Background: an optimization exercise with open tools, aiming at small area, a short achievable clock period and few clock cycles. Do not read the settings as production practice.
In this exercise RTL edits were held to simulation tests only and were not proved equivalent to the original.
Power figures rest on the tool's default switching activity, not on a simulated workload.

==> flow/run.sh <==
#!/bin/bash
# synth_recipe.tcl (not shown) runs the flow's synth.tcl, then flattens the netlist and writes it again
# the make line also repeats each setting of config.mk as NAME=value (left out here)
make -C /OpenROAD-flow-scripts/flow DESIGN_CONFIG=/design/flow/config.mk WORK_HOME=/design/flow/orfs CLKGATE_MAP_FILE= SYNTH_SCRIPT=/design/flow/synth_recipe.tcl finish
==> flow/config.mk <==
export PLATFORM = sky130hd
export DESIGN_NAME = LASER
export DESIGN_NICKNAME = LASER
export VERILOG_FILES = /design/flow/design.v
export SDC_FILE = /design/flow/constraint.sdc
export NUM_CORES = 4
export LEC_CHECK = 0
export CAP_MARGIN = 20
export CORE_MARGIN = 2
export CORE_UTILIZATION = 65
export PLACE_DENSITY = 0.72
export SLEW_MARGIN = 20
==> flow/constraint.sdc <==
create_clock -name core_clock -period 10.0 [get_ports {CLK}]
set_input_delay 2.0000 -clock core_clock [delete_from_list [all_inputs] [get_ports {CLK}]]
set_output_delay 2.0000 -clock core_clock [all_outputs]
set_load 0.01 [all_outputs]
==> flow/design.v <==
module LASER (
    input CLK,
    input RST,
    input [3:0] X,
    input [3:0] Y,
    output reg [3:0] C1X,
    output reg [3:0] C1Y,
    output reg [3:0] C2X,
    output reg [3:0] C2Y,
    output reg DONE
);
localparam S_LOAD = 3'd0, S_ISSUE = 3'd1, S_W1 = 3'd2, S_W2 = 3'd3,
           S_FIN = 3'd4, S_MEMO = 3'd5, S_DONE = 3'd6, S_W3 = 3'd7;
reg [2:0] st;
reg [5:0] lcnt;
reg [3:0] rcy;           
reg       p1;            
reg       rA;            
reg       selR;          
reg       ls;
reg [3:0] px [0:39];
reg [3:0] py [0:39];
reg       inc [0:39];    
reg [3:0] wc [0:39];     
reg [3:0] bx, by;        
reg [5:0] mr;            
reg [5:0] circ;          
reg  [3:0] refx, refy;    
integer i, k;
genvar g, u;
wire [39:0] inc_new;
wire [39:0] inc_d;
wire [3:0] pyn [0:39];
generate
    for (g = 0; g < 40; g = g + 1) begin : PN
        if (g == 39) begin : T assign pyn[g] = (st == S_LOAD) ? Y : py[0]; end
        else begin : R assign pyn[g] = py[g+1]; end
    end
endgenerate
generate
    for (g = 0; g < 40; g = g + 1) begin : ID
        assign inc_d[g] = (st == S_LOAD) ? 1'b0 : (m_R ? inc_new[(g+1)%40] : inc[(g+1)%40]);
    end
endgenerate
reg  [3:0] w_cy;         
wire w_mode15 = selR ? (bx > 4'd13) : rA;
function [2:0] rowcls(input [3:0] y, input [3:0] cy);
    reg [4:0] e;
    begin
        e = {1'b0, y} + {1'b0, ~cy};
        case (e)
            5'd15: rowcls = 3'b111;
            5'd13, 5'd14, 5'd16, 5'd17: rowcls = 3'b110;
            5'd12, 5'd18: rowcls = 3'b100;
            5'd11, 5'd19: rowcls = 3'b001;
            default: rowcls = 3'b000;
        endcase
    end
endfunction
reg        m_v, m_R, m_mode15, m_first;
reg [10:0] m_valid, m_selh;
reg [3:0]  m_cy;
wire [10:0] mask [0:39];
wire [9:0] colA [0:10];
wire [9:0] colB [0:10];
wire [9:0] colC [0:10];
wire [9:0] colD [0:10];
generate
    for (g = 0; g < 40; g = g + 1) begin : PT
        wire a0 = wc[g][2] | wc[g][0];
        wire a2 = wc[g][2];
        wire a3 = wc[g][1];
        wire a4 = wc[g][1] & wc[g][0];
        wire [3:0] L = 4'd1 << px[g][1:0];
        wire [3:0] H = 4'd1 << px[g][3:2];
        wire [11:0] P;
        assign P[0] = (L[0] & a4);
        assign P[1] = (L[0] & a3) | (L[1] & a4);
        assign P[2] = (L[0] & a2) | (L[1] & a3) | (L[2] & a4);
        assign P[3] = (L[0] & a2) | (L[1] & a2) | (L[2] & a3) | (L[3] & a4);
        assign P[4] = (L[0] & a0) | (L[1] & a2) | (L[2] & a2) | (L[3] & a3);
        assign P[5] = (L[0] & a2) | (L[1] & a0) | (L[2] & a2) | (L[3] & a2);
        assign P[6] = (L[0] & a2) | (L[1] & a2) | (L[2] & a0) | (L[3] & a2);
        assign P[7] = (L[0] & a3) | (L[1] & a2) | (L[2] & a2) | (L[3] & a0);
        assign P[8] = (L[0] & a4) | (L[1] & a3) | (L[2] & a2) | (L[3] & a2);
        assign P[9] = (L[1] & a4) | (L[2] & a3) | (L[3] & a2);
        assign P[10] = (L[2] & a4) | (L[3] & a3);
        assign P[11] = (L[3] & a4);
        assign mask[g][0] = wc[g][3] ? ((H[2] & P[11]) | (H[3] & P[7])) : ((H[2] & P[9]) | (H[3] & P[5]));
        assign mask[g][1] = wc[g][3] ? ((H[2] & P[10]) | (H[3] & P[6])) : ((H[2] & P[8]) | (H[3] & P[4]));
        assign mask[g][2] = (H[1] & P[11]) | (H[2] & P[7]) | (H[3] & P[3]);
        assign mask[g][3] = (H[1] & P[10]) | (H[2] & P[6]) | (H[3] & P[2]);
        assign mask[g][4] = (H[1] & P[9]) | (H[2] & P[5]) | (H[3] & P[1]);
        assign mask[g][5] = (H[1] & P[8]) | (H[2] & P[4]) | (H[3] & P[0]);
        assign mask[g][6] = (H[0] & P[11]) | (H[1] & P[7]) | (H[2] & P[3]);
        assign mask[g][7] = (H[0] & P[10]) | (H[1] & P[6]) | (H[2] & P[2]);
        assign mask[g][8] = (H[0] & P[9]) | (H[1] & P[5]) | (H[2] & P[1]);
        assign mask[g][9] = (H[0] & P[8]) | (H[1] & P[4]) | (H[2] & P[0]);
        assign mask[g][10] = (H[0] & P[7]) | (H[1] & P[3]);
        for (u = 0; u < 11; u = u + 1) begin : UN
            if (g < 10) begin : CA assign colA[u][g] = mask[g][u]; end
            else if (g < 20) begin : CB assign colB[u][g-10] = mask[g][u]; end
            else if (g < 30) begin : CC assign colC[u][g-20] = mask[g][u]; end
            else begin : CD assign colD[u][g-30] = mask[g][u]; end
        end
        assign inc_new[g] = |(mask[g] & m_selh);
    end
endgenerate
wire [3:0] pa [0:10];
wire [3:0] pb [0:10];
wire [3:0] pc [0:10];
wire [3:0] pd [0:10];
generate
    for (u = 0; u < 11; u = u + 1) begin : PC
        pc10 upa (.v(colA[u]), .s(pa[u]));
        pc10 upb (.v(colB[u]), .s(pb[u]));
        pc10 upc (.v(colC[u]), .s(pc[u]));
        pc10 upd (.v(colD[u]), .s(pd[u]));
    end
endgenerate
wire [10:0] m_isref;
generate
    for (u = 0; u < 11; u = u + 1) begin : RF
        wire [3:0] cxu = m_mode15 ? (4'd15 - u) : (4'd13 - u);
        assign m_isref[u] = (cxu == refx) && (m_cy == refy);
    end
endgenerate
reg [3:0]  ca [0:10];
reg [3:0]  cb [0:10];
reg [3:0]  cc [0:10];
reg [3:0]  cd [0:10];
reg        s_v, s_R, s_mode15, s_first;
reg [10:0] s_valid, s_nonref;
reg [3:0]  s_cy;
function gt6(input [5:0] x, input [5:0] y);
    integer i;
    reg c;
    begin
        c = 1'b0;
        for (i = 0; i < 6; i = i + 1) c = (x[i] & ~y[i]) | (x[i] & c) | (~y[i] & c);
        gt6 = c;
    end
endfunction
wire [5:0] lm [0:10];    
wire [10:0] lh;          
generate
    for (u = 0; u < 11; u = u + 1) begin : LF
        wire [5:0] cnt = ({1'b0, ca[u]} + {1'b0, cb[u]}) + ({1'b0, cc[u]} + {1'b0, cd[u]});
        assign lm[u] = s_valid[u] ? cnt : 6'd0;
        assign lh[u] = s_valid[u] & s_nonref[u];
    end
endgenerate
reg [10:0] gs [0:2];
reg [10:0] win;
integer q, r, gi;
always @(*) begin
    for (gi = 0; gi < 3; gi = gi + 1) begin
        for (q = 4*gi; q < 4*gi + 4 && q < 11; q = q + 1) begin
            win[q] = 1'b1;
            for (r = 4*gi; r < 4*gi + 4 && r < 11; r = r + 1)
                if (r != q) win[q] = win[q] & !gt6(lm[r], lm[q]);
        end
        gs[gi] = 11'd0;
        for (q = 4*gi; q < 4*gi + 4 && q < 11; q = q + 1) begin
            if (win[q]) gs[gi][10:5] = gs[gi][10:5] | lm[q];
            if (win[q] & lh[q]) begin gs[gi][4:1] = q; gs[gi][0] = 1'b1; end
        end
    end
end
reg [10:0] t0, t1, t2;
reg        t_v, t_R, t_mode15, t_first;
reg [3:0]  t_cy;
wire [5:0] m0 = t0[10:5], m1 = t1[10:5], m2 = t2[10:5];
wire g10 = gt6(m1, m0), g01 = gt6(m0, m1);
wire g20 = gt6(m2, m0), g02 = gt6(m0, m2);
wire g21 = gt6(m2, m1), g12 = gt6(m1, m2);
wire w0 = !g10 && !g20;
wire w1 = !g01 && !g21;
wire w2 = !g02 && !g12;
wire [5:0] m_row = (w0 ? m0 : 6'd0) | (w1 ? m1 : 6'd0) | (w2 ? m2 : 6'd0);
wire h0 = w0 && t0[0], h1 = w1 && t1[0], h2 = w2 && t2[0];
wire hasL = h0 || h1 || h2;
wire [3:0] lidx = h2 ? t2[4:1] : h1 ? t1[4:1] : t0[4:1];
wire x0 = gt6(m0, mr), x1 = gt6(m1, mr), x2 = gt6(m2, mr);
wire y0 = gt6(mr, m0), y1 = gt6(mr, m1), y2 = gt6(mr, m2);
wire rowgt = x0 || x1 || x2;
wire roweq = !rowgt && (!y0 || !y1 || !y2);
wire [3:0] lx = (t_mode15 ? 4'd15 : 4'd13) - lidx;
wire take_new = t_v && (t_first || rowgt);
wire take_eq  = t_v && !(t_first || rowgt) && roweq && hasL;
wire [3:0] bx_next = take_new ? (hasL ? lx : refx) : take_eq ? lx : bx;
wire [3:0] by_next = take_new ? (hasL ? t_cy : refy) : take_eq ? t_cy : by;
reg spec_ok_r;
reg [3:0] sx, sy;
wire spec_ok_next = (bx_next == sx) && (by_next == sy);
wire [3:0] rcy_next = (st == S_LOAD) ? 4'd0 :
                      (st == S_ISSUE) ? (rA ? rcy : rcy + 4'd1) :
                      (st == S_FIN) ? (spec_ok_r ? 4'd4 : 4'd2) : rcy;
reg [5:0] last, mb;
reg       improve;
reg [1:0] np;            
wire fin   = (st == S_FIN) || (st == S_MEMO);
wire memo  = (st == S_MEMO);
wire [3:0] vx = ls ? C2X : C1X;      
wire [3:0] vy = ls ? C2Y : C1Y;
wire [3:0] ox = memo ? vx : bx;
wire [3:0] oy = memo ? vy : by;
wire [5:0] om = memo ? mb : mr + circ;
wire stop = (last == om) && !improve;    
wire hit  = (np == 2'd2) && (ox == vx) && (oy == vy);
always @(posedge CLK or posedge RST) begin
    if (RST) begin
        st <= S_LOAD;
        lcnt <= 6'd0;
        DONE <= 1'b0;
        m_v <= 1'b0;
        s_v <= 1'b0;
        t_v <= 1'b0;
        m_R <= 1'b0;
        s_R <= 1'b0;
        t_R <= 1'b0;
        selR <= 1'b0;
    end else begin
        DONE <= 1'b0;
        m_v <= (st == S_ISSUE) || ((st == S_LOAD) && (lcnt == 6'd39)) || (st == S_W3) ||
               ((st == S_FIN) && spec_ok_r && !(stop || hit));
        s_v <= m_v && !((st == S_FIN) && !(spec_ok_r && !(stop || hit)));
        t_v <= s_v;
        m_R <= selR;
        s_R <= m_R;
        t_R <= s_R;
        selR <= (st == S_W1) || ((st == S_W3) && !spec_ok_next);
        case (st)
            S_LOAD: begin
                lcnt <= lcnt + 6'd1;
                if (lcnt == 6'd39) st <= S_ISSUE;
            end
            S_ISSUE: if (rcy == 4'd12 && !rA) st <= S_W1;
            S_W1: st <= S_W2;
            S_W2: st <= S_W3;
            S_W3: st <= S_FIN;
            S_FIN, S_MEMO: begin
                if (stop || (hit && (last == om))) begin
                    st <= S_DONE;
                    DONE <= 1'b1;
                end else if (hit) st <= S_MEMO;
                else if (st == S_FIN) st <= S_ISSUE;
            end
            S_DONE: begin
                st <= S_LOAD;
                lcnt <= 6'd0;
            end
            default: st <= S_LOAD;
        endcase
    end
end
always @(posedge CLK) begin
    for (i = 0; i < 40; i = i + 1) begin
        px[i] <= (i == 39) ? ((st == S_LOAD) ? X : px[0]) : px[i+1];
        py[i] <= (i == 39) ? ((st == S_LOAD) ? Y : py[0]) : py[i+1];
        inc[i] <= inc_d[i];
        wc[i][2:0] <= (selR || !inc_d[i]) ? rowcls(pyn[i], w_cy) : 3'b000;
        wc[i][3] <= w_mode15 && (selR || !inc_d[i]) && (rowcls(pyn[i], w_cy) != 3'b000);
    end
    rcy <= rcy_next;
    if (st == S_LOAD) begin
        rA <= (lcnt != 6'd39);
        p1 <= 1'b1;
    end else if (st == S_DONE) begin
        rA <= 1'b1;
    end else if (st == S_FIN) begin
        p1 <= 1'b0;
    end
    m_mode15 <= w_mode15;
    m_selh <= 11'd1 << ((bx > 4'd13) ? 4'd15 - bx : 4'd13 - bx);
    m_first <= (st == S_W3) || rA || (!p1 && rcy == 4'd2);
    m_valid <= rA ? 11'b00000000011 : ((st == S_W3) || (!p1 && rcy == 4'd2)) ? 11'b11111111110 : 11'b11111111111;
    m_cy <= (st == S_W3) ? 4'd2 : (st == S_FIN) ? 4'd3 : rcy;
    for (i = 0; i < 11; i = i + 1) begin
        ca[i] <= pa[i];
        cb[i] <= pb[i];
        cc[i] <= pc[i];
        cd[i] <= pd[i];
    end
    s_mode15 <= m_mode15;
    s_first <= m_first;
    s_valid <= m_R ? m_selh : m_valid;
    s_nonref <= ~m_isref;
    s_cy <= m_cy;
    t0 <= gs[0]; t1 <= gs[1]; t2 <= gs[2];
    t_mode15 <= s_mode15;
    t_first <= s_first;
    t_cy <= s_cy;
    if (t_v && (t_first || rowgt)) mr <= m_row;
    bx <= bx_next;
    by <= by_next;
    w_cy <= (st == S_W1) ? by_next : (st == S_W2) ? 4'd2 :
            (st == S_W3) ? (spec_ok_next ? 4'd3 : by_next) : rcy_next;
    if (st == S_W1) begin sx <= bx_next; sy <= by_next; end
    if (st == S_W3) spec_ok_r <= spec_ok_next;
    if (st == S_LOAD) begin refx <= 4'd0; refy <= 4'd0; end
    else if (st == S_W3) begin refx <= bx_next; refy <= by_next; end
    if (st == S_LOAD) begin
        C1X <= 4'd0; C1Y <= 4'd0; C2X <= 4'd0; C2Y <= 4'd0;
        ls <= 1'b0;
        last <= 6'd0;
        improve <= 1'b1;
        np <= 2'd0;
        circ <= 6'd0;
    end else begin
        if (t_R) circ <= m_row;
        if (fin) begin
            ls <= ~ls;
            if (!ls) begin C1X <= ox; C1Y <= oy; end
            else begin C2X <= ox; C2Y <= oy; end
            mb <= last;
            if (np != 2'd2) np <= np + 2'd1;
            if (last == om) begin
                if (improve) improve <= 1'b0;
            end else last <= om;
        end
    end
end
endmodule
module pc10(input [9:0] v, output [3:0] s);
  wire t1;
  wire t2;
  wire t3;
  wire t4;
  wire t5;
  wire t6;
  wire t7;
  wire t8;
  wire t9;
  wire t10;
  assign t1 = v[0] ^ v[1] ^ v[2];
  assign t2 = (v[0] & v[1]) | (v[0] & v[2]) | (v[1] & v[2]);
  assign t3 = v[3] ^ v[4] ^ v[5];
  assign t4 = (v[3] & v[4]) | (v[3] & v[5]) | (v[4] & v[5]);
  assign t5 = v[6] ^ v[7] ^ v[8];
  assign t6 = (v[6] & v[7]) | (v[6] & v[8]) | (v[7] & v[8]);
  assign t7 = t1 ^ t3 ^ t5;
  assign t8 = (t1 & t3) | (t1 & t5) | (t3 & t5);
  assign t9 = t2 ^ t4 ^ t6;
  assign t10 = (t2 & t4) | (t2 & t6) | (t4 & t6);
  assign s = {1'b0,t10,t8,t7} + {1'b0,1'b0,t9,v[9]};
endmodule
==> flow_summary.json, run 1 <==
{
  "finalWirelength_um": 211100,
  "drv_cap": 0,
  "regArea_um2": 17770,
  "swShare_pct": 45.96,
  "setup_viol": 0,
  "row_count": 117,
  "fin_crit_sh_pct": 48.93,
  "grt_first_pass_wirelength_um": 321900,
  "syn-num-nets": 9099,
  "core_um2": 101400,
  "clkLatencyLatePin_ns": 0.72,
  "slowest_stage": "xor2_1",
  "worst_slew_pin_slew_ns": 1.233,
  "syn-cell-area_um2": 66210,
  "postSynthAreaPerCell_um2": 7.900,
  "path_clk_slew_ns": 0.07,
  "fin_cells": 9529,
  "postCtsHoldBufs": 0,
  "antenna_found_initial": 9,
  "p_switching_uw": 9299,
  "max_slew_margin_pct": 17.30,
  "rsz0062_at_grt": "false",
  "die_width_um": 323.1,
  "final_cell_mix": "853 x nand2_1, 827 x dfxtp_1, 795 x inv_1",
  "finalPower_uw": 20230,
  "whs_ns": 0.3227,
  "startpoint": "ca[3][1]$_DFF_P_",
  "min_period_ns": 4.893,
  "cp_cell_sequence": "inv_1 -> fa_1 -> fa_1 -> inv_1 -> ha_1 -> fa_1 -> xor2_1 -> inv_1 -> nand2_1 -> o21ai_0 -> o22a_1 -> maj3_1 -> o2111ai_1 -> o21ai_0 -> nand2_1 -> inv_1 -> a221oi_1 -> o21ai_0",
  "crit_path_max_fanout": 9,
  "drive_above_1_share_pct": 3.762,
  "vias_per_cell": 6.421,
  "pwr-share-seq_pct": 23.0,
  "initial_core_util_pct": 65.26,
  "dp_hpwl_um": 157100,
  "fin_worst_skew_ns": 0.03128,
  "hold_viol": 0,
  "portBuffers": 26,
  "die_y_um": 323.1,
  "synth-seq-area-share_pct": 26.83,
  "drtAntennaViolNets": 0,
  "slew_violations": 0,
  "leakagePower_uw": 0.02914,
  "dp_slack_ns": 5.219,
  "async_reset_ff_share_pct": 1.950,
  "dominantRegCellSynth": "dfxtp_1",
  "syn_to_final_growth_pct": 6.085,
  "drc": 0,
  "overflow": 0,
  "cts_inserted_buffers": 96,
  "critical_path_class": "reg -> reg",
  "multi_input_area_um2": 43640,
  "nets": 8796,
  "avgRoutedWirePerCell_um": 22.15,
  "clock_sinks": 872,
  "cell_internal_pwr_uw": 10930,
  "placedCellCount": 9347,
  "ys_warn_count": 19,
  "powerDensity_nw_per_um2": 288.1,
  "htree_levels": 3,
  "synth_seq_cells": 872,
  "ir_drop_v": 0.0003632,
  "synth.distinct_cells": 94,
  "power_frac_comb_pct": 57.9,
  "clockBufferDepth": 3,
  "cts_setup_buffers": 0,
  "max_stage_delay_ns": 0.65,
  "crit_required_ns": 10.56,
  "cts_resized": 0,
  "rr_startpoint": "ca[3][1]$_DFF_P_",
  "root_buffer": "clkbuf_16",
  "tritoncts": "done",
  "arrival_ns": 5.45,
  "grt_pass1_vias": 55980,
  "fmax_mhz": 204.4,
  "synth_edf_count": 22,
  "grt.total_usage_pct": 39.61,
  "fillerInstances": 8356,
  "mostFrequentLayoutCell": "nand2_1",
  "grt_max_degree": 42,
  "hp-class": "reg -> reg",
  "clkPwrFrac_pct": 19.1,
  "status": "timing/DRC/antenna clean",
  "crit_path_end_kind": "register",
  "drtPass1Iterations": 10,
  "ios": 27,
  "min_from": "s_mode15$_DFF_P_",
  "drtIter0Drc": 6811,
  "worstSetupStartpointType": "register",
  "num_vias": 61190,
  "dieArea_um2": 104400,
  "synth_cells": 8380,
  "layout_setup_ws_ns": 5.107,
  "gp_congestion": 1.075,
  "crit_top_cell": "inv_1",
  "finalSetupTns_ns": 0
}
==> stage by stage <==
| stage | cell area (um2) | util [%] |
|---|---|---|
| 4_1_cts | 70230 | 69.23 |
| 3_3_place_gp | 66750 | 65.79 |
| 2_1_floorplan | 66210 | - |
| 5_1_grt | 70230 | 69.23 |
| 6_report | 70230 | 69.23 |
| 3_5_place_dp | 66770 | 65.82 |
==> cell usage after synthesis (23+ instances only) <==
master    count  area share (%)
o21ai_0     700             5.3
and2_1       94            0.89
xor2_1       34            0.45
o221ai_1     46            0.61
fa_1        393              12
o21bai_1     31            0.35
xnor2_1     135             1.8
clkbuf_1    434             2.5
buf_1        29            0.16
or2_2        23            0.22
a211oi_1     78            0.88
o21a_1       49            0.56
a22oi_1     107             1.2
a221oi_1     52            0.69
a22o_1       65            0.86
nand3_1     157             1.2
nor2_1      617             3.5
a21oi_1     768             5.8
nor3_1      125            0.94
nor2b_1     246             2.3
mux2_2       23            0.39
o22ai_1     183             1.7
o211ai_1     56            0.63
inv_1       800             4.5
a31oi_1      90            0.85
and3_1       84            0.79
nand2_1     854             4.8
maj3_1       69             1.0
a21o_1       75            0.85
o31ai_1      27            0.31
mux2i_1      91             1.4
dfxtp_1     833              25
a21boi_0     28            0.32
nand2b_1    151             1.4
nand3b_1     31            0.35
nand4_1      37            0.35
nor3b_1      43            0.49
ha_1        316             6.0
==> area by class of cell <==
class	instances	area share, %
Tap cell	1368	2.437
Clock buffer	120	3.764
Timing Repair Buffer	69	0.8587
Inverter	810	4.329
Antenna cell	1	0.003563
Clock inverter	61	1.160
Multi-Input combinational cell	6228	62.14
Sequential cell	872	25.31
==> cells by family after synthesis <==
| logic type | Yosys count | share of synthesized area, % |
|---|---|---|
| simple gates | 2543 | 18.25 |
| mux | 114 | 1.767 |
| xor+xnor | 169 | 2.236 |
| flops | 872 | 26.83 |
| fa+ha+maj | 778 | 18.90 |
| compound gates | 2624 | 24.74 |
| buf+inv | 1280 | 7.283 |
==> worst max-delay path: cells and delay by family (launching register included) <==
kind                       cells  cell delay [ns]
AOI/OAI and AO/OA              6             1.05
DFF                            1             0.32
adders and majority gates      5             2.03
and+or+nand+nor                2             0.31
buffers and inverters          4             0.39
xor gates and xnor gates       1             0.65
==> flip-flops by register name, indices dropped and copies added (netlist names), 6 cells and up <==
signal and cells:
mb 6, px 160, t2 9, mr 6, inc 40, py 160, lcnt 6, t0 9
s_valid 11, ca 44, cb 44, last 6, t1 9, s_nonref 11, cc 44, wc 160
cd 44, circ 6, m_selh 11
==> final timing paths <==
check                                        end  slack (ns)  cells after the start
worst max-delay path               t0[8]$_DFF_P_        5.11                     18
worst min-delay path            t_mode15$_DFF_P_        0.32                      0
worst max register to register     t0[8]$_DFF_P_        5.11                     18
worst min register to register  t_mode15$_DFF_P_        0.32                      0
max in group asynchronous          m_R$_DFF_PP0_        7.81                      2
min in group asynchronous         DONE$_DFF_PP0_        1.69                      2
==> power groups by stage <==
stage | registers [uW] | clock network (uW) | logic (uW)
after floorplan | 4290 | 0 | 8540
after global placement | 4690 | 0 | 11100
after detailed placement | 4700 | 0 | 11300
after CTS | 4630 | 3890 | 11400
after global routing | 4700 | 4030 | 12800
final | 4650 | 3860 | 11700
==> routing by layer <==
layer | global-route usage [%] | vias to the layer above | wire, um
met3 | 9.836 | 707 | 22160
met4 | 23.16 | 20 | 14270
li1 | - | 28640 | -
met2 | 58.20 | 3178 | 88610
met1 | 52.78 | 28640 | 85780
met5 | 1.435 | - | 285
Testbench counts, summed over its fixed seeds: cycles 9,898.
==> run 2, diff against run 1 <==
--- a/flow/design.v
+++ b/flow/design.v
@@ -133,11 +133,16 @@
 reg [10:0] s_valid, s_nonref;
 reg [3:0]  s_cy;
+function gt2(input [1:0] x, input [1:0] y);
+    gt2 = (x[1] & ~y[1]) | ((x[1] | ~y[1]) & x[0] & ~y[0]);
+endfunction
 function gt6(input [5:0] x, input [5:0] y);
-    integer i;
-    reg c;
+    reg g10, g32, g54, ge32, ge54;
     begin
-        c = 1'b0;
-        for (i = 0; i < 6; i = i + 1) c = (x[i] & ~y[i]) | (x[i] & c) | (~y[i] & c);
-        gt6 = c;
+        g10 = gt2(x[1:0], y[1:0]);
+        g32 = gt2(x[3:2], y[3:2]);
+        g54 = gt2(x[5:4], y[5:4]);
+        ge32 = ~gt2(y[3:2], x[3:2]);
+        ge54 = ~gt2(y[5:4], x[5:4]);
+        gt6 = g54 | (ge54 & (g32 | (ge32 & g10)));
     end
 endfunction
==> run 2 against run 1 <==
Synthesized cell count is 2.9% higher. Wire length rose by 0.97%. First-iteration DRC count up 17%. Fmax rose by 5.4%. Area after synthesis grew 1.2%. Critical path depth shrank 4. Clock power shrank 4%.
==> flow_summary.json, run 2 <==
{
  "status": "timing/DRC/antenna clean",
  "cts_inserted_buffers": 96,
  "synthTopCellsByArea": "dfxtp_1 25%, fa_1 12%, ha_1 5.9%",
  "setup_viol": 0,
  "hp-class": "reg -> reg",
  "gp_congestion": 1.041,
  "synth_cells": 8619,
  "final_cell_mix": "939 x nand2_1, 921 x inv_1, 823 x dfxtp_1",
  "ios": 27,
  "reg_top3": "px: 160 flops, py: 160 flops, wc: 160 flops",
  "grt_first_pass_wirelength_um": 326200,
  "finalSetupTns_ns": 0,
  "clockBufferDepth": 3,
  "crit_path_end_kind": "register",
  "final_area_um2": 70790,
  "arrival_ns": 5.28,
  "fin_crit_sh_pct": 46.41,
  "grt_pass1_vias": 57460,
  "cts_resized": 0,
  "max_slew_margin_pct": 23.98,
  "drive_above_1_share_pct": 3.484,
  "ir_drop_v": 0.0003208,
  "drc": 0,
  "layout_setup_ws_ns": 5.359,
  "clkLatencyLatePin_ns": 0.73,
  "dp_hpwl_um": 159100,
  "leakagePower_uw": 0.02938,
  "nets": 9023,
  "die_width_um": 325.0,
  "synth.top_cell.area_share_pct": 24.89,
  "netlist_top_cells_count": "939 x nand2_1, 925 x inv_1, 833 x dfxtp_1",
  "dominantRegCellSynth": "dfxtp_1",
  "antenna_found_initial": 8,
  "cts_setup_buffers": 0,
  "min_period_ns": 4.641,
  "synth_seq_cells": 872,
  "htree_levels": 3,
  "rsz0062_at_grt": "false",
  "portBuffers": 26,
  "worst_slew_pin_slew_ns": 1.139,
  "yosysMostFrequentCell": "nand2_1",
  "hold_viol": 0,
  "clock_sinks": 872,
  "fin_worst_skew_ns": 0.04073,
  "postSynthAreaPerCell_um2": 7.773,
  "synth.distinct_cells": 100,
  "syn-cell-area_um2": 66990,
  "row_count": 117,
  "drtAntennaViolNets": 0,
  "num_vias": 62770,
  "core_um2": 102000,
  "initial_core_util_pct": 65.66,
  "synth_edf_count": 22,
  "path_clk_slew_ns": 0.06,
  "ys_warn_count": 19,
  "fmax_mhz": 215.5,
  "synth_top_area_cell": "dfxtp_1",
  "vias_per_cell": 6.435,
  "whs_ns": 0.3224,
  "grt_max_degree": 41,
  "syn-num-nets": 9338,
  "tritoncts": "done",
  "syn_to_final_growth_pct": 5.665,
  "regArea_um2": 17780,
  "crit_required_ns": 10.64,
  "drtPass1Iterations": 7,
  "async_reset_ff_share_pct": 1.950,
  "dieArea_um2": 105700,
  "worstSetupStartpointType": "register",
  "multi_input_area_um2": 43910,
  "fillerInstances": 8403,
  "drv_cap": 0,
  "finalPower_uw": 19300,
  "synth-seq-area-share_pct": 26.51,
  "die_y_um": 325.0,
  "overflow": 0,
  "dp_slack_ns": 5.179,
  "avgRoutedWirePerCell_um": 21.85,
  "powerDensity_nw_per_um2": 272.6,
  "finalWirelength_um": 213200,
  "critical_path_class": "reg -> reg",
  "slew_violations": 0,
  "root_buffer": "clkbuf_16",
  "postCtsHoldBufs": 0,
  "drtIter0Drc": 7984,
  "mostFrequentLayoutCell": "nand2_1",
  "crit_path_max_fanout": 6,
  "grt.total_usage_pct": 39.02,
  "place_area_um2": 67460
}
run 2: cell count changes after synthesis, moves of 27 or more:
cell and change:
a22oi_1 +55, o22ai_1 +36, o21ai_0 +76, maj3_1 -27, nor2_1 +61, a21oi_1 -85
inv_1 +125, mux2i_1 -28, nand2_1 +85
run 2: routing by layer:
layer	vias up	GRT usage (%)	part of all wire (%)
met2	3495	58.39	42
met1	29340	51.56	40
met3	684	9.470	11
met4	6	22.23	6.4
li1	29240	-	-
met5	-	0.8605	0.071
run 2: worst paths after layout:
path | from | endpoint | slack (ns) | cells after the start
worst max-delay path | ca[0][1]$_DFF_P_ | t0[6]$_DFF_P_ | 5.36 | 14
worst min-delay path | s_cy[1]$_DFF_P_ | t_cy[1]$_DFF_P_ | 0.32 | 0
worst max register to register | ca[0][1]$_DFF_P_ | t0[6]$_DFF_P_ | 5.36 | 14
worst min register to register | s_cy[1]$_DFF_P_ | t_cy[1]$_DFF_P_ | 0.32 | 0
max in group asynchronous | RST | selR$_DFF_PP0_ | 7.76 | 2
min in group asynchronous | RST | lcnt[3]$_DFFE_PP0P_ | 1.72 | 2
run 2: through the flow:
| stage | cells | utilization, % |
|---|---|---|
| after CTS | 9748 | 69.36 |
| final | 9754 | 69.38 |
| after global routing | 9748 | 69.36 |
| after global placement | 9574 | 66.12 |
| after detailed placement | 9574 | 66.12 |
| after floorplan | 8619 | - |
run 2: cell type report:
| class | count | area share, % |
|---|---|---|
| multi-input combinational | 6332 | 62.03 |
| sequential | 872 | 25.12 |
| inverter | 937 | 4.969 |
| clock buffer | 122 | 3.687 |
| tap | 1368 | 2.418 |
| clock inverter | 52 | 0.9810 |
| timing repair buffer | 65 | 0.7812 |
| antenna | 6 | 0.02121 |
run 2: kinds of logic after synthesis:
family          share of synthesized area [%]
compound gates                          25.26
xor+xnor                                2.249
flops                                   26.51
simple gates                            18.39
buf+inv                                 7.986
mux                                     1.193
fa+ha+maj                               18.41
run 2: critical path, stage by stage (launching register included):
cell      delay (ns)
dfxtp_1         0.31
inv_1           0.06
fa_1            0.50
fa_1            0.54
inv_1           0.04
ha_1            0.22
fa_1            0.62
and2_1          0.26
maj3_1          0.19
o21ai_0         0.12
maj3_1          0.36
o22a_1          0.18
a211oi_1        0.72
nand2_1         0.20
o211ai_1        0.23
run 2: power by group:
group | switching, uW | internal (uW) | leakage [uW]
combinational | 6630 | 4370 | 0.0205
sequential | 586 | 4000 | 0.00734
clock | 1600 | 2110 | 0.00159
Testbench counts of run 2, summed over its fixed seeds: cycles 9,898.
==> run 3, diff against run 2 <==
--- a/flow/design.v
+++ b/flow/design.v
@@ -10,7 +10,7 @@
     output reg DONE
 );
-localparam S_LOAD = 3'd0, S_ISSUE = 3'd1, S_W1 = 3'd2, S_W2 = 3'd3,
-           S_FIN = 3'd4, S_MEMO = 3'd5, S_DONE = 3'd6, S_W3 = 3'd7;
-reg [2:0] st;
+localparam S_LOAD = 4'd0, S_ISSUE = 4'd1, S_W1 = 4'd2, S_W2 = 4'd3,
+           S_FIN = 4'd4, S_MEMO = 4'd5, S_DONE = 4'd6, S_W3 = 4'd7, S_W4 = 4'd8;
+reg [3:0] st;
 reg [5:0] lcnt;
 reg [3:0] rcy;           
@@ -147,13 +147,9 @@
     end
 endfunction
-wire [5:0] lm [0:10];    
-wire [10:0] lh;          
-generate
-    for (u = 0; u < 11; u = u + 1) begin : LF
-        wire [5:0] cnt = ({1'b0, ca[u]} + {1'b0, cb[u]}) + ({1'b0, cc[u]} + {1'b0, cd[u]});
-        assign lm[u] = s_valid[u] ? cnt : 6'd0;
-        assign lh[u] = s_valid[u] & s_nonref[u];
-    end
-endgenerate
+reg [5:0]  lm [0:10];    
+reg        u_v, u_R, u_mode15, u_first;
+reg [10:0] u_valid, u_nonref;
+reg [3:0]  u_cy;
+wire [10:0] lh = u_valid & u_nonref;    
 reg [10:0] gs [0:2];
 reg [10:0] win;
@@ -162,7 +158,7 @@
     for (gi = 0; gi < 3; gi = gi + 1) begin
         for (q = 4*gi; q < 4*gi + 4 && q < 11; q = q + 1) begin
-            win[q] = 1'b1;
+            win[q] = u_valid[q];
             for (r = 4*gi; r < 4*gi + 4 && r < 11; r = r + 1)
-                if (r != q) win[q] = win[q] & !gt6(lm[r], lm[q]);
+                if (r != q) win[q] = win[q] & (!u_valid[r] | !gt6(lm[r], lm[q]));
         end
         gs[gi] = 11'd0;
@@ -221,19 +217,23 @@
         m_v <= 1'b0;
         s_v <= 1'b0;
+        u_v <= 1'b0;
         t_v <= 1'b0;
         m_R <= 1'b0;
         s_R <= 1'b0;
+        u_R <= 1'b0;
         t_R <= 1'b0;
         selR <= 1'b0;
     end else begin
         DONE <= 1'b0;
-        m_v <= (st == S_ISSUE) || ((st == S_LOAD) && (lcnt == 6'd39)) || (st == S_W3) ||
+        m_v <= (st == S_ISSUE) || ((st == S_LOAD) && (lcnt == 6'd39)) || (st == S_W4) ||
                ((st == S_FIN) && spec_ok_r && !(stop || hit));
         s_v <= m_v && !((st == S_FIN) && !(spec_ok_r && !(stop || hit)));
-        t_v <= s_v;
+        u_v <= s_v;
+        t_v <= u_v;
         m_R <= selR;
         s_R <= m_R;
-        t_R <= s_R;
-        selR <= (st == S_W1) || ((st == S_W3) && !spec_ok_next);
+        u_R <= s_R;
+        t_R <= u_R;
+        selR <= (st == S_W2) || ((st == S_W4) && !spec_ok_next);
         case (st)
             S_LOAD: begin
@@ -244,5 +244,6 @@
             S_W1: st <= S_W2;
             S_W2: st <= S_W3;
-            S_W3: st <= S_FIN;
+            S_W3: st <= S_W4;
+            S_W4: st <= S_FIN;
             S_FIN, S_MEMO: begin
                 if (stop || (hit && (last == om))) begin
@@ -279,7 +280,7 @@
     m_mode15 <= w_mode15;
     m_selh <= 11'd1 << ((bx > 4'd13) ? 4'd15 - bx : 4'd13 - bx);
-    m_first <= (st == S_W3) || rA || (!p1 && rcy == 4'd2);
-    m_valid <= rA ? 11'b00000000011 : ((st == S_W3) || (!p1 && rcy == 4'd2)) ? 11'b11111111110 : 11'b11111111111;
-    m_cy <= (st == S_W3) ? 4'd2 : (st == S_FIN) ? 4'd3 : rcy;
+    m_first <= (st == S_W4) || rA || (!p1 && rcy == 4'd2);
+    m_valid <= rA ? 11'b00000000011 : ((st == S_W4) || (!p1 && rcy == 4'd2)) ? 11'b11111111110 : 11'b11111111111;
+    m_cy <= (st == S_W4) ? 4'd2 : (st == S_FIN) ? 4'd3 : rcy;
     for (i = 0; i < 11; i = i + 1) begin
         ca[i] <= pa[i];
@@ -293,17 +294,24 @@
     s_nonref <= ~m_isref;
     s_cy <= m_cy;
+    for (i = 0; i < 11; i = i + 1)
+        lm[i] <= ({1'b0, ca[i]} + {1'b0, cb[i]}) + ({1'b0, cc[i]} + {1'b0, cd[i]});
+    u_mode15 <= s_mode15;
+    u_first <= s_first;
+    u_valid <= s_valid;
+    u_nonref <= s_nonref;
+    u_cy <= s_cy;
     t0 <= gs[0]; t1 <= gs[1]; t2 <= gs[2];
-    t_mode15 <= s_mode15;
-    t_first <= s_first;
-    t_cy <= s_cy;
+    t_mode15 <= u_mode15;
+    t_first <= u_first;
+    t_cy <= u_cy;
     if (t_v && (t_first || rowgt)) mr <= m_row;
     bx <= bx_next;
     by <= by_next;
-    w_cy <= (st == S_W1) ? by_next : (st == S_W2) ? 4'd2 :
-            (st == S_W3) ? (spec_ok_next ? 4'd3 : by_next) : rcy_next;
-    if (st == S_W1) begin sx <= bx_next; sy <= by_next; end
-    if (st == S_W3) spec_ok_r <= spec_ok_next;
+    w_cy <= (st == S_W2) ? by_next : (st == S_W3) ? 4'd2 :
+            (st == S_W4) ? (spec_ok_next ? 4'd3 : by_next) : rcy_next;
+    if (st == S_W2) begin sx <= bx_next; sy <= by_next; end
+    if (st == S_W4) spec_ok_r <= spec_ok_next;
     if (st == S_LOAD) begin refx <= 4'd0; refy <= 4'd0; end
-    else if (st == S_W3) begin refx <= bx_next; refy <= by_next; end
+    else if (st == S_W4) begin refx <= bx_next; refy <= by_next; end
     if (st == S_LOAD) begin
         C1X <= 4'd0; C1Y <= 4'd0; C2X <= 4'd0; C2Y <= 4'd0;
==> run 3 against run 2 <==
Clock skew grew 0.023 ns. Sequential share of layout area grew 2.3 points. Non-clock buffer count shrank 6. Hold slack lost 0.0078 ns. Via count shrank 2.6%. Design area grew 1.8%. Combinational power shrank 46%. Die area grew 0.96%. Critical path type unchanged. Critical endpoint is now cd[1][2]$_DFF_P_. Largest cell class unchanged.
==> flow_summary.json, run 3 <==
{
  "ir_drop_v": 0.0001804,
  "layout_setup_ws_ns": 5.826,
  "yosysMostFrequentCell": "dfxtp_1",
  "dp_slack_ns": 5.784,
  "synth_cells": 8352,
  "top_layer": "met4",
  "clkPwrFrac_pct": 27.6,
  "crit_required_ns": 10.59,
  "root_buffer": "clkbuf_16",
  "synth_top_area_cell": "dfxtp_1",
  "ys_warn_count": 21,
  "max_slew_margin_pct": 22.62,
  "fin_util_pct": 69.72,
  "syn_to_final_growth_pct": 6.520,
  "hp-class": "reg -> reg",
  "setup_viol": 0,
  "worstSetupStartpointType": "register",
  "clock_sinks": 969,
  "initial_core_util_pct": 65.45,
  "overflow": 0,
  "synth_mux_area_share_pct": 1.260,
  "fin_crit_sh_pct": 41.74,
  "synth_xor_area_share_pct": 2.318,
  "clkLatencyLatePin_ns": 0.75,
  "slowest_stage": "dfxtp_1",
  "drc": 0,
  "power_frac_comb_pct": 38.5,
  "wl_met1_um": 86780,
  "syn-num-nets": 9071,
  "num_vias": 61120,
  "drtPass1Iterations": 8,
  "grt_first_pass_wirelength_um": 323100,
  "slew_violations": 0,
  "postSynthAreaPerCell_um2": 8.099,
  "yosys.area_share.simple_pct": 17.26,
  "synth_seq_cells": 969,
  "rsz0062_at_grt": "false",
  "min_period_ns": 4.174,
  "path_clk_slew_ns": 0.06,
  "multi_input_area_um2": 43190,
  "wl_met3_um": 21860,
  "final_cell_mix": "918 x dfxtp_1, 896 x nand2_1, 778 x inv_1",
  "hold_viol": 0,
  "grt.total_usage_pct": 38.69,
  "async_reset_ff_share_pct": 2.064,
  "place_area_um2": 68140,
  "grt_pass1_vias": 56620,
  "htree_levels": 3,
  "dominantRegCellSynth": "dfxtp_1",
  "synth-compound-area-share_pct": 24.38,
  "antenna_found_initial": 3,
  "synth-seq-area-share_pct": 29.15,
  "gp_congestion": 1.010,
  "crit_path_end_kind": "register",
  "core_um2": 103300,
  "dp_hpwl_um": 156400,
  "status": "timing/DRC/antenna clean",
  "synthTopCellsByArea": "dfxtp_1 27%, fa_1 12%, ha_1 5.8%",
  "nets": 8776,
  "synth_edf_count": 22,
  "tritoncts": "done",
  "swShare_pct": 39.34,
  "finalSetupTns_ns": 0,
  "synth_top_family_by_area": "compound AO/OA/AOI/OAI gates",
  "max_stage_delay_ns": 0.76,
  "synth.distinct_cells": 98,
  "drtIter0Drc": 7182,
  "cell_internal_pwr_uw": 9424,
  "cts_setup_buffers": 0,
  "fillerInstances": 8423,
  "drtAntennaViolNets": 0,
  "cts_inserted_buffers": 106,
  "vias_per_cell": 6.413,
  "synth.top_cell.area_share_pct": 27.43,
  "clockBufferDepth": 3,
  "leakagePower_uw": 0.02991,
  "drv_cap": 0,
  "postCtsHoldBufs": 0,
  "regArea_um2": 19740,
  "crit_path_max_fanout": 22,
  "worst_slew_pin_slew_ns": 1.161,
  "arrival_ns": 4.76,
  "avgRoutedWirePerCell_um": 22.23,
  "finalWirelength_um": 211800,
  "grt_max_degree": 50,
  "powerDensity_nw_per_um2": 215.6,
  "row_count": 118,
  "pwr-share-seq_pct": 33.9,
  "met2_length_um": 91080,
  "cts_resized": 0,
  "netlist_top_cells_count": "927 x dfxtp_1, 897 x nand2_1, 783 x inv_1",
  "drive_above_1_share_pct": 3.976,
  "syn-cell-area_um2": 67650,
  "die_width_um": 326.6,
  "reg_top3": "px: 160 flops, py: 160 flops, wc: 160 flops",
  "mostFrequentLayoutCell": "dfxtp_1",
  "fin_worst_skew_ns": 0.06354,
  "ios": 27,
  "critical_path_class": "reg -> reg",
  "portBuffers": 26,
  "final_area_um2": 72060,
  "cp_cell_sequence": "nor2_1 -> a22oi_1 -> nor2_1 -> a211oi_1 -> nor2_1 -> a211oi_1 -> fa_1 -> inv_1 -> fa_1 -> inv_1 -> ha_1 -> inv_1 -> fa_1 -> xnor2_1",
  "dieArea_um2": 106700,
  "synth_fa_ha_area_share_pct": 18.59,
  "p_switching_uw": 6112,
  "die_y_um": 326.6,
  "fmax_mhz": 239.6
}
## run 3: cells by family (layout without fill, tap and decap cells)
family / after synthesis / after routing
buffers and inverters: 1258 / 1055
AO/OA/AOI/OAI: 2606 / 2606
XOR/XNOR: 179 / 179
adder cells (fa/ha/maj): 784 / 784
multiplexers: 83 / 83
flip-flops: 969 / 969
other: 0 / 1
AND/OR/NAND/NOR: 2473 / 2473
## run 3: final timing paths
kind                            slack, ns  depth (start not counted)              start          endpoint
max in group asynchronous            7.54                          2                RST     m_R$_DFF_PP0_
worst min-delay path                 0.31                          0   py[3][0]$_DFF_P_  py[2][0]$_DFF_P_
min in group asynchronous            1.78                          2                RST    DONE$_DFF_PP0_
worst min register to register       0.31                          0   py[3][0]$_DFF_P_  py[2][0]$_DFF_P_
worst max-delay path                 5.83                         14  px[35][1]$_DFF_P_  cd[1][2]$_DFF_P_
worst max register to register       5.83                         14  px[35][1]$_DFF_P_  cd[1][2]$_DFF_P_
## run 3: worst max-delay path: cells and delay by family, from the launching register on
kind	cells	cell delay, ns
xor+xnor	1	0.13
buf+inv	3	0.23
fa+ha+maj	4	1.51
flops	1	0.76
compound gates	3	1.05
simple gates	3	0.36
## run 3: layout make-up
type	instances	area share [%]
clock inverter	62	1.233
timing repair buffer	59	0.7328
sequential	969	27.39
multi-input combinational	6125	59.94
inverter	796	4.147
tap	1380	2.396
antenna	1	0.003473
clock buffer	138	4.155
## run 3: routing by layer
| layer | up-vias | track usage, % |
|---|---|---|
| met1 | 28690 | 51.79 |
| met5 | - | 0 |
| li1 | 28640 | - |
| met3 | 594 | 9.121 |
| met2 | 3191 | 58.68 |
| met4 | 0 | 19.45 |
## run 3: per-stage QoR
stage | hold slack (ns) | power (uW) | instances
final | 0.3146 | 15540 | 9530
after global routing | 0.3176 | 16370 | 9529
after global placement | 0.3095 | 10920 | 9328
after floorplan | 0.3096 | 9144 | 8352
after detailed placement | 0.3121 | 11070 | 9328
after CTS | 0.3087 | 15390 | 9528
## run 3: power groups by stage
stage | clock network [uW] | logic, uW | registers, uW
global route | 4490 | 6550 | 5330
global placement | 0 | 5610 | 5310
CTS | 4320 | 5830 | 5240
floorplan | 0 | 4330 | 4820
finish | 4290 | 5980 | 5270
detailed placement | 0 | 5750 | 5320
Testbench counts of run 3, summed over its fixed seeds: cycles 10,254.
==> run 4, diff against run 3 <==
--- a/flow/config.mk
+++ b/flow/config.mk
@@ -8,5 +8,5 @@
 export CAP_MARGIN = 20
 export CORE_MARGIN = 2
-export CORE_UTILIZATION = 65
-export PLACE_DENSITY = 0.72
+export CORE_UTILIZATION = 72
+export PLACE_DENSITY = 0.78
 export SLEW_MARGIN = 20
==> run 4 against run 3 <==
Still clean on timing, DRC and antenna. Final cell count shrank 1.4%. Setup slack worse by 0.020 ns. Design area decreased by 0.72%. Clock-buffer cell count unchanged. Area after synthesis unchanged. Non-clock buffer count fell by 2. First-iteration DRC count is 25% higher. Largest power group unchanged.
==> flow_summary.json, run 4 <==
{
  "root_buffer": "clkbuf_16",
  "ios": 27,
  "critical_path_class": "reg -> reg",
  "drtPass1Iterations": 7,
  "finalWirelength_um": 212600,
  "fillerInstances": 6692,
  "synthTopCellsByArea": "dfxtp_1 27%, fa_1 12%, ha_1 5.8%",
  "clock_sinks": 969,
  "cell_internal_pwr_uw": 9206,
  "min_period_ns": 4.195,
  "rsz0062_at_grt": "false",
  "cts_setup_buffers": 0,
  "grt_pass1_vias": 57970,
  "yosysMostFrequentCell": "dfxtp_1",
  "clkLatencyLatePin_ns": 0.72,
  "synth_top_area_cell": "dfxtp_1",
  "slew_violations": 0,
  "multi_input_area_um2": 43190,
  "clockBufferDepth": 3,
  "synth.distinct_cells": 98,
  "tritoncts": "done",
  "reg_top3": "px: 160 flops, py: 160 flops, wc: 160 flops",
  "dieArea_um2": 96420,
  "synth.top_cell.area_share_pct": 27.43,
  "fin_crit_sh_pct": 41.95,
  "async_reset_ff_share_pct": 2.064,
  "vias_per_cell": 6.675,
  "worstSetupStartpointType": "register",
  "final_cell_mix": "920 x dfxtp_1, 896 x nand2_1, 777 x inv_1",
  "path_clk_slew_ns": 0.08,
  "grt_max_degree": 57,
  "worst_slew_pin_slew_ns": 1.286,
  "max_slew_margin_pct": 13.75,
  "ys_warn_count": 21,
  "drtAntennaViolNets": 0,
  "setup_viol": 0,
  "die_width_um": 310.5,
  "pwr-share-seq_pct": 34.4,
  "regArea_um2": 19740,
  "syn-num-nets": 9071,
  "htree_levels": 3,
  "initial_core_util_pct": 72.59,
  "crit_path_end_kind": "register",
  "nets": 8770,
  "syn_to_final_growth_pct": 5.749,
  "syn-cell-area_um2": 67650,
  "netlist_top_cells_count": "927 x dfxtp_1, 897 x nand2_1, 783 x inv_1",
  "grt_first_pass_wirelength_um": 326500,
  "cts_inserted_buffers": 102,
  "leakagePower_uw": 0.02973,
  "num_vias": 62710,
  "p_switching_uw": 6136,
  "hold_viol": 0,
  "crit_required_ns": 10.65,
  "power_frac_comb_pct": 39.4,
  "core_um2": 93190,
  "synth-seq-area-share_pct": 29.15,
  "grt.total_usage_pct": 42.76,
  "gp_congestion": 1.053,
  "row_count": 112,
  "portBuffers": 26,
  "ir_drop_v": 0.0001993,
  "clkPwrFrac_pct": 26.2,
  "fin_worst_skew_ns": 0.03550,
  "hp-class": "reg -> reg",
  "dominantRegCellSynth": "dfxtp_1",
  "cts_resized": 0,
  "synth_cells": 8352,
  "drc": 0,
  "drive_above_1_share_pct": 3.736,
  "postSynthAreaPerCell_um2": 8.099,
  "drv_cap": 0,
  "overflow": 0,
  "postCtsHoldBufs": 0,
  "antenna_found_initial": 6,
  "mostFrequentLayoutCell": "dfxtp_1",
  "arrival_ns": 4.85,
  "powerDensity_nw_per_um2": 214.5,
  "drtIter0Drc": 8994,
  "fin_util_pct": 76.76,
  "dp_hpwl_um": 153900,
  "finalSetupTns_ns": 0,
  "crit_path_max_fanout": 22,
  "synth_seq_cells": 969,
  "fmax_mhz": 238.4,
  "avgRoutedWirePerCell_um": 22.63,
  "synth_edf_count": 22,
  "swShare_pct": 39.99,
  "status": "timing/DRC/antenna clean",
  "die_y_um": 310.5
}
run 4: cell counts after synthesis:
No cell type changed its count.
run 4: cells by family (layout without fill, tap and decap cells):
| logic type | Yosys count | count (layout) | share of synthesized area (%) |
|---|---|---|---|
| AOI/OAI and AO/OA | 2606 | 2606 | 24.38 |
| and+or+nand+nor | 2473 | 2473 | 17.26 |
| buffers and inverters | 1258 | 1044 | 7.040 |
| DFF | 969 | 969 | 29.15 |
| adders and majority gates | 784 | 784 | 18.59 |
| xor gates and xnor gates | 179 | 179 | 2.318 |
| muxes | 83 | 83 | 1.260 |
| other | 0 | 4 | 0 |
run 4: area by class of cell:
class,instances,share of cell area [%]
Sequential cell,969,27.59
Multi-Input combinational cell,6125,60.38
Inverter,796,4.177
Tap cell,1254,2.193
Antenna cell,4,0.01399
Clock inverter,53,0.9060
Timing Repair Buffer,57,0.6891
Clock buffer,138,4.054
run 4: path summary, 6_finish.rpt:
kind / start / to / slack, ns / cells past startpoint
worst max-delay path: px[35][1]$_DFF_P_ / cd[1][2]$_DFF_P_ / 5.81 / 14
min in group asynchronous: RST / st[0]$_DFFE_PP0P_ / 1.81 / 2
worst min register to register: s_valid[10]$_DFF_P_ / u_valid[10]$_DFF_P_ / 0.31 / 0
worst min-delay path: s_valid[10]$_DFF_P_ / u_valid[10]$_DFF_P_ / 0.31 / 0
worst max register to register: px[35][1]$_DFF_P_ / cd[1][2]$_DFF_P_ / 5.81 / 14
max in group asynchronous: RST / m_R$_DFF_PP0_ / 7.48 / 2
run 4: power by group through the flow:
stage / clock network (uW) / registers (uW) / logic [uW]
after CTS: 4020 / 5240 / 5840
after detailed placement: 0 / 5310 / 5730
after global placement: 0 / 5300 / 5490
after global routing: 4170 / 5330 / 6580
final: 4020 / 5280 / 6040
after floorplan: 0 / 4820 / 4330
run 4: worst max-delay path, stage by stage, from the launching register on:
cell	delay [ns]
dfxtp_1	0.75
nor2_1	0.23
a22oi_1	0.20
nor2_1	0.06
a211oi_1	0.36
nor2_1	0.07
a211oi_1	0.50
fa_1	0.50
inv_1	0.10
fa_1	0.42
inv_1	0.07
ha_1	0.17
inv_1	0.06
fa_1	0.44
xnor2_1	0.19
run 4: routing by layer:
| layer | GRT usage (%) | part of all wire [%] | vias to the layer above |
|---|---|---|---|
| met5 | 0 | 0.014 | - |
| met4 | 26.26 | 7.2 | 6 |
| met3 | 11.23 | 12 | 915 |
| met2 | 63.51 | 42 | 3933 |
| met1 | 55.81 | 39 | 29260 |
| li1 | - | - | 28600 |
run 4: per-stage QoR:
stage | hold slack, ns | std cells | setup WS (ns) | power, uW | area (um2)
after floorplan | 0.3096 | 8352 | 4.749 | 9144 | 67650
after global routing | 0.3229 | 9392 | 5.486 | 16090 | 71520
after detailed placement | 0.3121 | 9201 | 5.823 | 11040 | 67980
final | 0.3117 | 9396 | 5.805 | 15340 | 71530
after CTS | 0.3230 | 9392 | 5.852 | 15100 | 71520
after global placement | 0.3104 | 9201 | 5.850 | 10780 | 67980
==> run 5, diff against run 4 <==
--- a/flow/design.v
+++ b/flow/design.v
@@ -107,14 +107,14 @@
     end
 endgenerate
-wire [3:0] pa [0:10];
-wire [3:0] pb [0:10];
-wire [3:0] pc [0:10];
-wire [3:0] pd [0:10];
+wire [7:0] pa [0:10];
+wire [7:0] pb [0:10];
+wire [7:0] pc [0:10];
+wire [7:0] pd [0:10];
 generate
     for (u = 0; u < 11; u = u + 1) begin : PC
-        pc10 upa (.v(colA[u]), .s(pa[u]));
-        pc10 upb (.v(colB[u]), .s(pb[u]));
-        pc10 upc (.v(colC[u]), .s(pc[u]));
-        pc10 upd (.v(colD[u]), .s(pd[u]));
+        pc10cs upa (.v(colA[u]), .s(pa[u]));
+        pc10cs upb (.v(colB[u]), .s(pb[u]));
+        pc10cs upc (.v(colC[u]), .s(pc[u]));
+        pc10cs upd (.v(colD[u]), .s(pd[u]));
     end
 endgenerate
@@ -126,8 +126,8 @@
     end
 endgenerate
-reg [3:0]  ca [0:10];
-reg [3:0]  cb [0:10];
-reg [3:0]  cc [0:10];
-reg [3:0]  cd [0:10];
+reg [7:0]  ca [0:10];
+reg [7:0]  cb [0:10];
+reg [7:0]  cc [0:10];
+reg [7:0]  cd [0:10];
 reg        s_v, s_R, s_mode15, s_first;
 reg [10:0] s_valid, s_nonref;
@@ -295,5 +295,6 @@
     s_cy <= m_cy;
     for (i = 0; i < 11; i = i + 1)
-        lm[i] <= ({1'b0, ca[i]} + {1'b0, cb[i]}) + ({1'b0, cc[i]} + {1'b0, cd[i]});
+        lm[i] <= ((({2'b0, ca[i][3:0]} + {2'b0, ca[i][7:4]}) + ({2'b0, cb[i][3:0]} + {2'b0, cb[i][7:4]})) +
+                  (({2'b0, cc[i][3:0]} + {2'b0, cc[i][7:4]}) + ({2'b0, cd[i][3:0]} + {2'b0, cd[i][7:4]})));
     u_mode15 <= s_mode15;
     u_first <= s_first;
@@ -336,5 +337,5 @@
 end
 endmodule
-module pc10(input [9:0] v, output [3:0] s);
+module pc10cs(input [9:0] v, output [7:0] s);
   wire t1;
   wire t2;
@@ -357,4 +358,4 @@
   assign t9 = t2 ^ t4 ^ t6;
   assign t10 = (t2 & t4) | (t2 & t6) | (t4 & t6);
-  assign s = {1'b0,t10,t8,t7} + {1'b0,1'b0,t9,v[9]};
+  assign s = {1'b0,1'b0,t9,v[9],1'b0,t10,t8,t7};
 endmodule
--- a/flow/config.mk
+++ b/flow/config.mk
@@ -8,5 +8,5 @@
 export CAP_MARGIN = 20
 export CORE_MARGIN = 2
-export CORE_UTILIZATION = 72
-export PLACE_DENSITY = 0.78
+export CORE_UTILIZATION = 65
+export PLACE_DENSITY = 0.72
 export SLEW_MARGIN = 20
==> run 5 against run 4 <==
Core utilization decreased by 6.9 points. Synthesized cell count decreased by 3.5%. First-iteration DRC count down 8.3%. Combinational power rose by 14%.
==> flow_summary.json, run 5 <==
{
  "critical_path_class": "reg -> reg",
  "cts_setup_buffers": 0,
  "drtAntennaViolNets": 0,
  "arrival_ns": 4.70,
  "final_cell_mix": "968 x dfxtp_1, 798 x inv_1, 689 x o21ai_0",
  "die_width_um": 325.1,
  "cell_internal_pwr_uw": 9965,
  "grt_first_pass_wirelength_um": 327100,
  "max_slew_margin_pct": 16.33,
  "place_area_um2": 67440,
  "slew_violations": 0,
  "fmax_mhz": 235.2,
  "grt_max_degree": 50,
  "ir_drop_v": 0.0001802,
  "async_reset_ff_share_pct": 1.974,
  "tritoncts": "done",
  "finalSetupTns_ns": 0,
  "clkLatencyLatePin_ns": 0.72,
  "antenna_found_initial": 13,
  "powerDensity_nw_per_um2": 233.5,
  "rsz0062_at_grt": "false",
  "mostFrequentLayoutCell": "dfxtp_1",
  "grt_pass1_vias": 55200,
  "row_count": 117,
  "status": "timing/DRC/antenna clean",
  "avgRoutedWirePerCell_um": 23.38,
  "nets": 8433,
  "ys_warn_count": 21,
  "min_to": "u_nonref[6]$_DFF_P_",
  "syn-cell-area_um2": 67010,
  "ios": 27,
  "synth.distinct_cells": 104,
  "max_stage_delay_ns": 0.54,
  "postSynthAreaPerCell_um2": 8.318,
  "fin_worst_skew_ns": 0.02142,
  "yosysMostFrequentCell": "dfxtp_1",
  "worst_slew_pin_slew_ns": 1.254,
  "leakagePower_uw": 0.02961,
  "synth_cells": 8056,
  "cp_cell_sequence": "nand2b_1 -> maj3_2 -> and2_4 -> a221oi_4 -> nand3_1 -> nand2_1 -> a31oi_1 -> ha_1 -> ha_1 -> or3_1 -> o311ai_0 -> a21oi_1 -> nor3_1 -> o221ai_1 -> nor4b_1",
  "crit_path_max_fanout": 11,
  "min_period_ns": 4.251,
  "swShare_pct": 40.12,
  "drive_above_1_share_pct": 4.021,
  "synth.top_cell.area_share_pct": 29.01,
  "htree_levels": 3,
  "drc": 0,
  "cts_resized": 0,
  "cts_inserted_buffers": 107,
  "drtIter0Drc": 8249,
  "syn-num-nets": 8742,
  "hold_viol": 0,
  "worstSetupStartpointType": "register",
  "dp_hpwl_um": 160900,
  "clockBufferDepth": 3,
  "synth-seq-area-share_pct": 30.74,
  "overflow": 0,
  "crit_path_end_kind": "register",
  "finalWirelength_um": 215300,
  "gp_congestion": 1.049,
  "drv_cap": 0,
  "path_clk_slew_ns": 0.06,
  "die_y_um": 325.1,
  "vias_per_cell": 6.475,
  "crit_top_cell": "ha_1",
  "hold_depth": 0,
  "drtPass1Iterations": 8,
  "num_vias": 59610,
  "final_area_um2": 71260,
  "pwr-share-seq_pct": 32.6,
  "worstRegToRegCells": 15,
  "synth_top_area_cell": "dfxtp_1",
  "crit_required_ns": 10.45,
  "slowest_stage": "dfxtp_1",
  "fin_crit_sh_pct": 42.51,
  "core_um2": 102000,
  "dieArea_um2": 105700,
  "portBuffers": 26,
  "synth_edf_count": 22,
  "reg2reg_to": "spec_ok_r$_DFFE_PP_",
  "synth_seq_cells": 1013,
  "initial_core_util_pct": 65.67,
  "r2r_slack_ns": 5.75,
  "rr_startpoint": "t1[9]$_DFF_P_",
  "p_switching_uw": 6677,
  "setup_viol": 0,
  "fillerInstances": 8129,
  "clkPwrFrac_pct": 26.0,
  "grt.total_usage_pct": 39.83,
  "synthTopCellsByArea": "dfxtp_1 29%, fa_1 12%, o21ai_0 5.1%",
  "dominantRegCellSynth": "dfxtp_1",
  "power_frac_comb_pct": 41.4,
  "netlist_top_cells_count": "971 x dfxtp_1, 802 x inv_1, 689 x o21ai_0",
  "reg_top3": "px: 160 flops, py: 160 flops, wc: 160 flops",
  "hp-class": "reg -> reg",
  "syn_to_final_growth_pct": 6.354,
  "postCtsHoldBufs": 0,
  "clock_sinks": 1013,
  "root_buffer": "clkbuf_16",
  "min_from": "s_nonref[6]$_DFF_P_"
}
-- run 5: critical path, delay by kind of cell (launching register included) --
family                   cells  cell delay, ns
AO/OA/AOI/OAI                5            0.93
AND/OR/NAND/NOR              7            1.74
flip-flops                   1            0.54
adder cells (fa/ha/maj)      3            0.77
-- run 5: area by class of cell --
cell class / count / area, um2 / area share [%]
Clock buffer: 142 / 3084 / 4.328
Inverter: 832 / 3126 / 4.386
Antenna cell: 4 / 10.01 / 0.01405
Tap cell: 1368 / 1712 / 2.402
Sequential cell: 1013 / 20610 / 28.92
Timing Repair Buffer: 68 / 575.6 / 0.8076
Clock inverter: 54 / 728.2 / 1.022
Multi-Input combinational cell: 5725 / 41420 / 58.12
-- run 5: worst max path at each step --
stage	end	start	slack, ns
after floorplan	wc[6][3]$_DFF_P_	w_cy[1]$_DFF_P_	4.85
after global placement	wc[39][3]$_DFF_P_	Y[0]	5.71
after detailed placement	selR$_DFF_PP0_	t1[9]$_DFF_P_	5.76
after CTS	spec_ok_r$_DFFE_PP_	t1[9]$_DFF_P_	5.75
after global routing	selR$_DFF_PP0_	t0[5]$_DFF_P_	5.41
final	spec_ok_r$_DFFE_PP_	t1[9]$_DFF_P_	5.75
-- run 5: power groups by stage --
stage	sequential [uW]	combinational, uW	clock (uW)
after floorplan	4980	4890	0
after global placement	5460	6430	0
after detailed placement	5470	6590	0
after CTS	5390	6690	4360
after global routing	5480	7560	4510
final	5420	6880	4330
-- run 5: per-stage QoR --
stage | hold WS (ns) | cells | power (uW) | setup WS, ns | util (%)
after detailed placement | 0.3121 | 9006 | 12060 | 5.762 | 66.10
final | 0.3263 | 9206 | 16640 | 5.749 | 69.84
after CTS | 0.3264 | 9202 | 16430 | 5.753 | 69.83
after global placement | 0.3100 | 9006 | 11890 | 5.714 | 66.10
after global routing | 0.3293 | 9202 | 17550 | 5.413 | 69.83
after floorplan | 0.3096 | 8056 | 9865 | 4.847 | -
-- run 5: kinds of logic after synthesis --
family	Yosys count	share of synthesized area [%]
AOI/OAI and AO/OA	2511	23.82
muxes	110	1.656
DFF	1013	30.74
buffers and inverters	1318	7.484
xor gates and xnor gates	134	1.752
adders and majority gates	789	18.97
and+or+nand+nor	2181	15.58
-- run 5: layer usage --
layer,part of all wire (%),track usage (%)
met5,0.034,0
met1,41,54.54
met2,42,58.57
met3,11,9.665
met4,6.0,20.54
Testbench counts of run 5, summed over its fixed seeds: cycles 10,254.

==> afterwards: timing with drivers on the ports <==
The results above use ideal ports. As a check the final layouts listed here were re-extracted and re-timed, cells and wires unchanged.
Step 1 sets driving cells, clkbuf_16 on the clock port and buf_2 on the other inputs (assumed; they add their load-dependent delay and slew).
Step 2 moves the port delays by t, midway between the first and last clock arrival at a register: inputs arrive t later, outputs are due t later. That takes back most of the time a late clock gives input paths.
Three values: ideal ports, drivers, drivers and shift; two values: the first two.
run	t, ns	slack for setup (ns)	latest minus earliest clock arrival (ns)	slew at the worst register clock pin (ns)	pins driven straight from the clock port
run 1	0.778	5.107 / 5.107 / 5.107	0.032 / 0.032	0.07 / 0.07	1
run 2	0.782	5.359 / 5.359 / 5.359	0.040 / 0.041	0.07 / 0.07	1
run 3	0.794	5.826 / 5.826 / 5.808	0.064 / 0.063	0.07 / 0.07	1
run 4	0.786	5.805 / 5.805 / 5.743	0.047 / 0.047	0.08 / 0.08	1
run 5	0.785	5.749 / 5.749 / 5.749	0.022 / 0.022	0.07 / 0.07	1
After both steps every run listed still meets setup and hold. The setup slack of run 4, which loses most, moves by 0.000 ns with the drivers and by -0.062 ns with both steps.
